What follows belongs to an exercise in optimizing a design on an open flow for small area; a production flow would make more cautious choices.
RTL that was checked went through simulation tests only; none was proved equivalent to the original.
No driver is modelled on the clock port, so clocking that relies on it looks cheaper here than on a real chip.
Power is estimated from default activity; no workload was simulated.

==> v25 <==
Design filter_fir, start of the top module:
module filter_fir(input clk, input rst, input signed [15:0] din, output signed [15:0] dout);
Settings: LEC_CHECK=0, CAP_MARGIN=20, CORE_MARGIN=2, CORE_UTILIZATION=40, SLEW_MARGIN=20, SYNTH_HIERARCHICAL=1; clock period 6.5 ns.
standard.sh (not shown) runs the stock make flow with config.mk's settings and CLKGATE_MAP_FILE= SYNTH_SCRIPT=/design/flow/synth_recipe.tcl, a recipe that flattens the netlist after the stock synthesis.
==> flow/flow/run.sh <==
#!/bin/bash
# The standard layout (standard.sh) with the clock tree built without dummy load cells
# and the port buffers made of the smallest buffer cell.
set -euo pipefail
CTS="-sink_clustering_enable -repair_clock_nets -dont_use_dummy_load -sink_clustering_size 19 -sink_clustering_max_diameter 58 -buf_list {sky130_fd_sc_hd__clkbuf_2 sky130_fd_sc_hd__clkbuf_4 sky130_fd_sc_hd__clkbuf_8}"
bash standard.sh "CTS_ARGS=$CTS" "BUFFER_PORTS_ARGS=-buffer_cell sky130_fd_sc_hd__buf_1" finish > standard_flow.log 2>&1
==> v24: changes against v25 <==
==> flow/flow/run.sh (replaced) <==
#!/bin/bash
# The standard layout (standard.sh) with the clock tree built without dummy load cells
# and the port buffers made of the smallest buffer cell.
set -euo pipefail
CTS="-sink_clustering_enable -repair_clock_nets -dont_use_dummy_load -sink_clustering_size 18 -sink_clustering_max_diameter 55 -buf_list {sky130_fd_sc_hd__clkbuf_4 sky130_fd_sc_hd__clkbuf_8}"
bash standard.sh "CTS_ARGS=$CTS" "BUFFER_PORTS_ARGS=-buffer_cell sky130_fd_sc_hd__buf_1" finish > standard_flow.log 2>&1
==> run notes <==
Fraction of area in multi-input gates: v25 38.87%; v24 38.75%
Met1 layer wirelength in the final routing: v25 41940 um; v24 41840 um
Combinational group power: v25 6820 uW; v24 6830 uW
P per Cell Area: v25 384.6 nW/um2; v24 387.0 nW/um2
Share of total power in the clock network: v25 18.7%; v24 19.4%
Reg2Reg Setup Slack: v25 0.23 ns; v24 0.23 ns
Final wirelength: v25 95670 um; v24 95780 um
Power spent charging and discharging nets: v25 6064 uW; v24 6106 uW
P&R area growth vs syn: v25 7.663%; v24 7.987%
Overall via count from detail_route: v25 18990; v24 18960
First-pass GRT wire length: v25 146300 um; v24 146800 um
Final worst path period need: v25 6.266 ns; v24 6.268 ns
Final-stage net count: v25 3733; v24 3743
Proportion of cell area spent on the clock network: v25 2.482%; v24 2.759%
Outcome: v25 finished clean; v24 finished clean
Portion of total power attributed to combinational logic: v25 36.8%; v24 36.5%
Clock group power: v25 3470 uW; v24 3640 uW
Layout non-clock buf frac: v25 0.8274%; v24 0.8249%
Arrival time worst endpoint: v25 6.79 ns; v24 6.82 ns
Final Hold Slack: v25 0.2679 ns; v24 0.2708 ns
Leak: v25 0.01904 uW; v24 0.01912 uW
Worst slew pin tran: v25 0.9174 ns; v24 0.9001 ns
Cts bufs inserted: v25 87; v24 97
Grt met2 use: v25 28.78%; v24 28.99%

==> inputs of willow <==
filter_fir, a different RTL version from the one above (not shown whole).
export LEC_CHECK = 0
export CAP_MARGIN = 20
export CORE_MARGIN = 2
export CORE_UTILIZATION = 40
export SLEW_MARGIN = 20
export SYNTH_HIERARCHICAL = 1
create_clock -name core_clock -period 6.5 [get_ports {clk}]
==> flow/flow/run.sh <==
#!/bin/bash
# The standard layout (standard.sh) with the clock tree built without dummy load cells
# and the port buffers made of the smallest buffer cell.
set -euo pipefail
CTS="-sink_clustering_enable -repair_clock_nets -dont_use_dummy_load -sink_clustering_size 20 -sink_clustering_max_diameter 60 -buf_list {sky130_fd_sc_hd__clkbuf_2 sky130_fd_sc_hd__clkbuf_4 sky130_fd_sc_hd__clkbuf_8}"
bash standard.sh "CTS_ARGS=$CTS" "BUFFER_PORTS_ARGS=-buffer_cell sky130_fd_sc_hd__buf_1" finish > standard_flow.log 2>&1
==> maple: changes against willow <==
==> flow/flow/run.sh (replaced) <==
#!/bin/bash
# The standard layout (standard.sh) with the clock tree built without dummy load cells
# and the port buffers made of the smallest buffer cell.
set -euo pipefail
CTS="-sink_clustering_enable -repair_clock_nets -dont_use_dummy_load -sink_clustering_size 18 -sink_clustering_max_diameter 55 -buf_list {sky130_fd_sc_hd__clkbuf_4 sky130_fd_sc_hd__clkbuf_8}"
bash standard.sh "CTS_ARGS=$CTS" "BUFFER_PORTS_ARGS=-buffer_cell sky130_fd_sc_hd__buf_1" finish > standard_flow.log 2>&1
==> qor summary <==
Result of the run: willow timing/DRC/antenna clean; maple timing/DRC/antenna clean
Number of antenna diodes: willow 3; maple 4
Capture point of the worst path: willow s3[17]$_DFF_P_; maple s1[20]$_DFF_P_
Cell-internal power: willow 13700 uW; maple 13800 uW
Share of cells above drive strength 1: willow 0.0480; maple 0.0503
PD cells: willow 432 nW/um^2; maple 433 nW/um^2
Clock-cell share of area: willow 0.0270; maple 0.0289
Comb power: willow 9200 uW; maple 9190 uW
Total clock buffers created by CTS: willow 96; maple 103
Number of vias in the routed layout: willow 19560; maple 19575
Relative area of non-clock buffer cells in the final design: willow 0.00806; maple 0.00804
Power in the clock group: willow 3650 uW; maple 3760 uW
First-iteration detailed-routing DRC count: willow 995; maple 923
Required time of the critical path: willow 7.11 ns; maple 7.07 ns
Wire length on met3: willow 3200 um; maple 2920 um
No functional check of the RTL was part of any run of this note.

==> inputs of 11-05 <==
Another version of the RTL of filter_fir (not shown whole).
Settings: LEC_CHECK=0, CAP_MARGIN=0, CORE_MARGIN=2, CORE_UTILIZATION=40, SLEW_MARGIN=0, SYNTH_HIERARCHICAL=1; clock period 6.5 ns.
==> flow/flow/run.sh <==
#!/bin/bash
# The standard layout (standard.sh) with the clock tree built without dummy load cells
# and the port buffers made of the smallest buffer cell.
set -euo pipefail
CTS="-sink_clustering_enable -repair_clock_nets -dont_use_dummy_load -sink_clustering_size 19 -sink_clustering_max_diameter 58 -buf_list {sky130_fd_sc_hd__clkbuf_2 sky130_fd_sc_hd__clkbuf_4 sky130_fd_sc_hd__clkbuf_8}"
bash standard.sh "CTS_ARGS=$CTS" "BUFFER_PORTS_ARGS=-buffer_cell sky130_fd_sc_hd__buf_1" finish > standard_flow.log 2>&1
==> inputs of 05-14, as changes to 11-05 <==
==> flow/flow/run.sh (replaced) <==
#!/bin/bash
# The standard layout (standard.sh) with: the clock tree built without dummy load cells,
# port buffers of the smallest buffer cell, and a post-CTS step that upsizes clock leaf buffers
# whose sinks would see a slow clock slew.
set -euo pipefail
CTS="-sink_clustering_enable -repair_clock_nets -dont_use_dummy_load -sink_clustering_size 24 -sink_clustering_max_diameter 50 -buf_list {sky130_fd_sc_hd__clkbuf_4 sky130_fd_sc_hd__clkbuf_8}"
export LEAF_SLEW_PS=90
bash standard.sh "CTS_ARGS=$CTS" "BUFFER_PORTS_ARGS=-buffer_cell sky130_fd_sc_hd__buf_1" "POST_CTS_TCL=$(pwd)/flow/post_cts.tcl" finish > standard_flow.log 2>&1
==> flow/flow/post_cts.tcl (new file) <==
# Upsize the clock-tree leaf buffers whose flip-flop clock pins see a slow slew
# (placement-based estimate), so that the routed clock meets the slew limit.
estimate_parasitics -placement
set thr $::env(LEAF_SLEW_PS)
set n_up 0
set gworst 0.0
foreach net [get_nets -quiet clknet_leaf_*] {
  set worst 0.0
  foreach pin [get_pins -quiet -of_objects $net -filter "direction==input"] {
    foreach a {max min} {
      foreach e {rise fall} {
        set s [get_property $pin slew_${a}_$e]
        if {[string is double -strict $s]} {
          set ps [expr {[sta::time_ui_sta $s] * 1e12}]
          if {$ps > $worst} { set worst $ps }
        }
      }
    }
  }
  if {$worst > $gworst} { set gworst $worst }
  if {$worst > $thr} {
    foreach d [get_pins -quiet -of_objects $net -filter "direction==output"] {
      set inst [get_cells -of_objects $d]
      set cname [get_property $inst ref_name]
      set to ""
      if {$cname eq "sky130_fd_sc_hd__clkbuf_4"} { set to sky130_fd_sc_hd__clkbuf_8 }
      if {$cname eq "sky130_fd_sc_hd__clkbuf_8"} { set to sky130_fd_sc_hd__clkbuf_16 }
      if {$to ne ""} {
        replace_cell [get_full_name $inst] $to
        incr n_up
        puts "post_cts: upsized [get_full_name $inst] $cname -> $to (estimated sink slew [format %.1f $worst] ps)"
      }
    }
  }
}
puts "post_cts: worst estimated leaf sink slew [format %.1f $gworst] ps, upsized $n_up clock buffers"
if {$n_up > 0} {
  detailed_placement
  check_placement -verbose
  estimate_parasitics -placement
}
Settings changed: CAP_MARGIN 0 to 20, PLACE_DENSITY set to 0.85, SLEW_MARGIN 0 to 20.
==> inputs of 05-07, as changes to 11-05 <==
--- a/flow/design.v
+++ b/flow/design.v
@@ -1,17 +1,17 @@
 module filter_fir(input clk, input rst, input signed [15:0] din, output signed [15:0] dout);
   reg [15:0] d0;
   reg [15:0] d1;
   reg [15:0] d2;
   reg [15:0] d3;
   reg [15:0] d4;
   reg [15:0] d5;
   reg [15:0] d6;
-  reg [6:0] cnt;
+  reg [3:0] cnt;
   reg [15:0] w0;   
   reg [15:0] w1;   
   reg [15:0] w2;   
   reg [15:0] w3;   
   reg [15:0] w4;   
   reg [15:0] w5;   
   reg [15:0] w6;   
   reg [15:0] w7;   
@@ -3177,108 +3177,100 @@
   fir_fa u_s38031 (.a(c37995), .b(s37996), .ci(c38030), .s(s38031), .co(c38032));
   fir_fa u_s38033 (.a(c37997), .b(s37998), .ci(c38032), .s(s38033), .co(c38034));
   fir_fa u_s38035 (.a(c37999), .b(s38000), .ci(c38034), .s(s38035), .co(c38036));
   fir_fa u_s38037 (.a(c38001), .b(i37569), .ci(c38036), .s(s38037), .co(c38038));
   fir_ha u_s38039 (.a(i37573), .b(i37574), .s(s38039), .co(c38040));
   fir_ha u_s38041 (.a(i37575), .b(c38040), .s(s38041), .co(c38042));
   fir_ha u_s38043 (.a(i37576), .b(c38042), .s(s38043), .co(c38044));
   fir_ha u_s38045 (.a(i37577), .b(c38044), .s(s38045), .co(c38046));
-  wire g7 = rst | (cnt >= 7'd60);    
+  wire g7 = rst | (cnt >= 4'd6);    
   wire gn7 = ~g7;
-  wire g8 = rst | (cnt >= 7'd59);    
+  wire g8 = rst | (cnt >= 4'd5);    
   wire gn8 = ~g8;
-  wire g9 = rst | (cnt >= 7'd58);    
+  wire g9 = rst | (cnt >= 4'd4);    
   wire gn9 = ~g9;
-  wire g19 = rst | (cnt >= 7'd48);    
-  wire gn19 = ~g19;
-  wire g28 = rst | (cnt >= 7'd39);    
-  wire gn28 = ~g28;
-  wire g37 = rst | (cnt >= 7'd30);    
-  wire gn37 = ~g37;
-  wire g46 = rst | (cnt >= 7'd21);    
-  wire gn46 = ~g46;
-  wire g56 = rst | (cnt >= 7'd11);    
-  wire gn56 = ~g56;
-  wire g66 = rst | (cnt >= 7'd1);    
-  wire gn66 = ~g66;
+  wire g10 = rst | (cnt >= 4'd3);    
+  wire gn10 = ~g10;
+  wire g12 = rst | (cnt >= 4'd1);    
+  wire gn12 = ~g12;
   wire [15:0] wn0;
   fir_nand2 #(15) u_g0 (.a({15{gn7}}), .b(d6[14:0]), .y(wn0[14:0]));
   fir_nor2 #(1) u_h0 (.a(g7), .b(d6[15]), .y(wn0[15]));
   wire [15:0] wn1 = w0;
   wire [15:0] wn2 = w1;
   wire [15:0] wn3 = w2;
   wire [15:0] wn4 = ~w3;
   wire [15:0] wn5 = w4;
   wire [15:0] wn6 = w5;
   wire [15:0] wn7 = w6;
   wire [15:0] wn8 = w7;
   wire [15:0] wn9 = w8;
   wire [15:0] wn10 = w9;
   wire [15:0] wn11 = w10;
   wire [15:0] wn12;
-  fir_nand2 #(15) u_g12 (.a({15{gn19}}), .b(w11[14:0]), .y(wn12[14:0]));
-  fir_nor2 #(1) u_h12 (.a(g19), .b(w11[15]), .y(wn12[15]));
+  fir_nand2 #(15) u_g12 (.a({15{gn12}}), .b(w11[14:0]), .y(wn12[14:0]));
+  fir_nor2 #(1) u_h12 (.a(g12), .b(w11[15]), .y(wn12[15]));
   wire [15:0] wn13 = w12;
   wire [15:0] wn14 = w13;
   wire [15:0] wn15 = w14;
   wire [15:0] wn16 = w15;
   wire [15:0] wn17 = w16;
   wire [15:0] wn18 = w17;
   wire [15:0] wn19 = w18;
   wire [15:0] wn20 = w19;
   wire [15:0] wn21;
-  fir_nor2 #(15) u_g21 (.a({15{g28}}), .b(w20[14:0]), .y(wn21[14:0]));
-  fir_nand2 #(1) u_h21 (.a(gn28), .b(w20[15]), .y(wn21[15]));
+  fir_nor2 #(15) u_g21 (.a({15{g9}}), .b(w20[14:0]), .y(wn21[14:0]));
+  fir_nand2 #(1) u_h21 (.a(gn9), .b(w20[15]), .y(wn21[15]));
   wire [15:0] wn22 = w21;
   wire [15:0] wn23 = w22;
   wire [15:0] wn24 = w23;
   wire [15:0] wn25 = w24;
   wire [15:0] wn26 = w25;
   wire [15:0] wn27 = w26;
   wire [15:0] wn28 = w27;
   wire [15:0] wn29 = w28;
   wire [15:0] wn30;
-  assign wn30[14:0] = w29[14:0] & {15{gn37}};
-  assign wn30[15:15] = w29[15:15] | {1{g37}};
+  assign wn30[14:0] = w29[14:0] & {15{gn9}};
+  assign wn30[15:15] = w29[15:15] | {1{g9}};
   wire [15:0] wn31 = w30;
   wire [15:0] wn32 = w31;
   wire [15:0] wn33 = w32;
   wire [15:0] wn34 = w33;
   wire [15:0] wn35 = w34;
   wire [15:0] wn36 = w35;
   wire [15:0] wn37 = w36;
   wire [15:0] wn38 = w37;
   wire [15:0] wn39;
-  fir_nand2 #(15) u_g39 (.a({15{gn46}}), .b(w38[14:0]), .y(wn39[14:0]));
-  fir_nor2 #(1) u_h39 (.a(g46), .b(w38[15]), .y(wn39[15]));
+  fir_nand2 #(15) u_g39 (.a({15{gn9}}), .b(w38[14:0]), .y(wn39[14:0]));
+  fir_nor2 #(1) u_h39 (.a(g9), .b(w38[15]), .y(wn39[15]));
   wire [15:0] wn40 = w39;
   wire [15:0] wn41 = w40;
   wire [15:0] wn42 = w41;
   wire [15:0] wn43 = w42;
   wire [15:0] wn44 = w43;
   wire [15:0] wn45 = w44;
   wire [15:0] wn46 = ~w45;
   wire [15:0] wn47 = w46;
   wire [15:0] wn48 = w47;
   wire [15:0] wn49;
-  fir_nand2 #(15) u_g49 (.a({15{gn56}}), .b(w48[14:0]), .y(wn49[14:0]));
-  fir_nor2 #(1) u_h49 (.a(g56), .b(w48[15]), .y(wn49[15]));
+  fir_nand2 #(15) u_g49 (.a({15{gn10}}), .b(w48[14:0]), .y(wn49[14:0]));
+  fir_nor2 #(1) u_h49 (.a(g10), .b(w48[15]), .y(wn49[15]));
   wire [15:0] wn50 = w49;
   wire [15:0] wn51 = w50;
   wire [15:0] wn52 = w51;
   wire [15:0] wn53 = w52;
   wire [15:0] wn54 = w53;
   wire [15:0] wn55 = w54;
   wire [15:0] wn56 = w55;
   wire [15:0] wn57 = w56;
   wire [15:0] wn58 = w57;
   wire [15:0] wn59;
-  assign wn59[14:0] = w58[14:0] | {15{g66}};
-  assign wn59[15:15] = w58[15:15] & {1{gn66}};
+  assign wn59[14:0] = w58[14:0] | {15{g10}};
+  assign wn59[15:15] = w58[15:15] & {1{gn10}};
   wire [15:0] wn60 = w59;
   wire [15:0] wn61 = w60;
   wire [15:0] wn62 = w61;
   wire [30:0] s1_n;
   wire [30:0] s1_d = {s36074, s36072, s36070, s36068, s36066, s36064, s36062, s36060, s36058, s36056, s36054, s36052, s36050, s36048, s36046, s36044, s36042, s36040, s36038, s36036, s36034, s36032, s36030, s36028, s36026, s36024, s36022, s36020, s36018, s36016, s36014};
   fir_nand2 #(1) u_s1_0 (.a(gn8), .b(s1_d[0]), .y(s1_n[0]));
   fir_nand2 #(1) u_s1_1 (.a(gn8), .b(s1_d[1]), .y(s1_n[1]));
   fir_nand2 #(1) u_s1_2 (.a(gn8), .b(s1_d[2]), .y(s1_n[2]));
@@ -3390,17 +3382,17 @@
   always @(posedge clk) begin
     d0 <= {~din[15], din[14:0]};    
     d1 <= d0;
     d2 <= d1;
     d3 <= d2;
     d4 <= d3;
     d5 <= d4;
     d6 <= d5;
-    if (rst) cnt <= 7'd66; else if (cnt != 7'd0) cnt <= cnt - 7'd1;
+    if (rst) cnt <= 4'd12; else if (cnt != 4'd0) cnt <= cnt - 4'd1;
     w0 <= wn0;
     w1 <= wn1;
     w2 <= wn2;
     w3 <= wn3;
     w4 <= wn4;
     w5 <= wn5;
     w6 <= wn6;
     w7 <= wn7;
Settings changed: GPL_ROUTABILITY_DRIVEN set to 0, GPL_TIMING_DRIVEN set to 0.
==> impl_metrics.json <==
{
  "yosys.area_share.simple": 0.0248,
  "die_w_um": 337,
  "buffer_area_frac": 0.00475,
  "outcome": "complete, no violations",
  "synthTopCellsByArea": "dfxtp_1 57%, fa_1 36%, ha_1 2.0%",
  "wl_met1_um": 41300,
  "globalRouteMet3Util": 0.0368,
  "synthTopCellsByCount": "1257 x dfxtp_1, 804 x fa_1, 205 x inv_1, 126 x nand2_1, 72 x ha_1",
  "crit_arrival_ps": 6880,
  "synth_cell_types": 40,
  "drt_iter0_drc": 835,
  "antenna_found_initial": 3
}
The numbers above come from 05-07.

==> impl_metrics.json <==
{
  "yosys.area_share.simple": 0.0264,
  "crit_arrival_ps": 6790,
  "synthTopCellsByArea": "dfxtp_1 57%, fa_1 36%, ha_1 2.0%",
  "outcome": "complete, no violations",
  "antenna_found_initial": 4,
  "drt_iter0_drc": 997,
  "globalRouteMet3Util": 0.0274,
  "die_w_um": 338,
  "buffer_area_frac": 0.00852,
  "synthTopCellsByCount": "1260 x dfxtp_1, 804 x fa_1, 206 x inv_1, 127 x nand2_1, 70 x ha_1"
}
The numbers above come from 11-05.

==> impl_metrics.json <==
{
  "reg2reg_depth": 13,
  "wl_met1_um": 36300,
  "yosys.area_share.simple": 0.0264,
  "synthTopCellsByArea": "dfxtp_1 57%, fa_1 36%, ha_1 2.0%",
  "synth_cell_types": 45,
  "antenna_found_initial": 2,
  "outcome": "complete, no violations",
  "die_w_um": 338,
  "synthTopCellsByCount": "1260 x dfxtp_1, 804 x fa_1, 206 x inv_1, 127 x nand2_1, 70 x ha_1",
  "crit_arrival_ps": 6820,
  "critical_path.slowest_cell": "dfxtp_1",
  "vdd_ir_drop_max_mv": 0.355,
  "globalRouteMet3Util": 0.0390,
  "synth_fp_nets": 3564
}
The numbers above come from 05-14.

-- re-timing with driven ports --
The results above use ideal ports. As a check the final layouts listed here were re-extracted and re-timed, cells and wires unchanged. Step 1 (the two cells are an assumption about what drives the block):
set clk [get_ports {clk}]
set_driving_cell -lib_cell sky130_fd_sc_hd__clkbuf_16 $clk
set_driving_cell -lib_cell sky130_fd_sc_hd__buf_2 [delete_from_list [all_inputs] $clk]
Step 2 adds t to the input delays and takes it off the output delays; t is the mean of the earliest and latest rising clock arrival at the registers after step 1. Input paths then give back, and output paths get back, about the clock's delay inside the block. a / b / c = ideal / step 1 / step 2; a / b = the first two.
run | t, ns | setup slack, ns | clock arrival spread, ns
v25 | 0.767 | 0.234 / 0.234 / 0.234 | 0.103 / 0.103
v24 | 0.784 | 0.232 / 0.232 / 0.232 | 0.129 / 0.129
willow | 0.803 | 0.275 / 0.275 / 0.275 | 0.141 / 0.141
maple | 0.808 | 0.306 / 0.306 / 0.306 | 0.122 / 0.122
11-05 | 0.781 | 0.301 / 0.301 / 0.301 | 0.099 / 0.099
05-14 | 0.805 | 0.316 / 0.316 / 0.316 | 0.103 / 0.102
05-07 | 0.785 | 0.227 / 0.227 / 0.227 | 0.109 / 0.109
After both steps setup and hold are still met in every run listed.
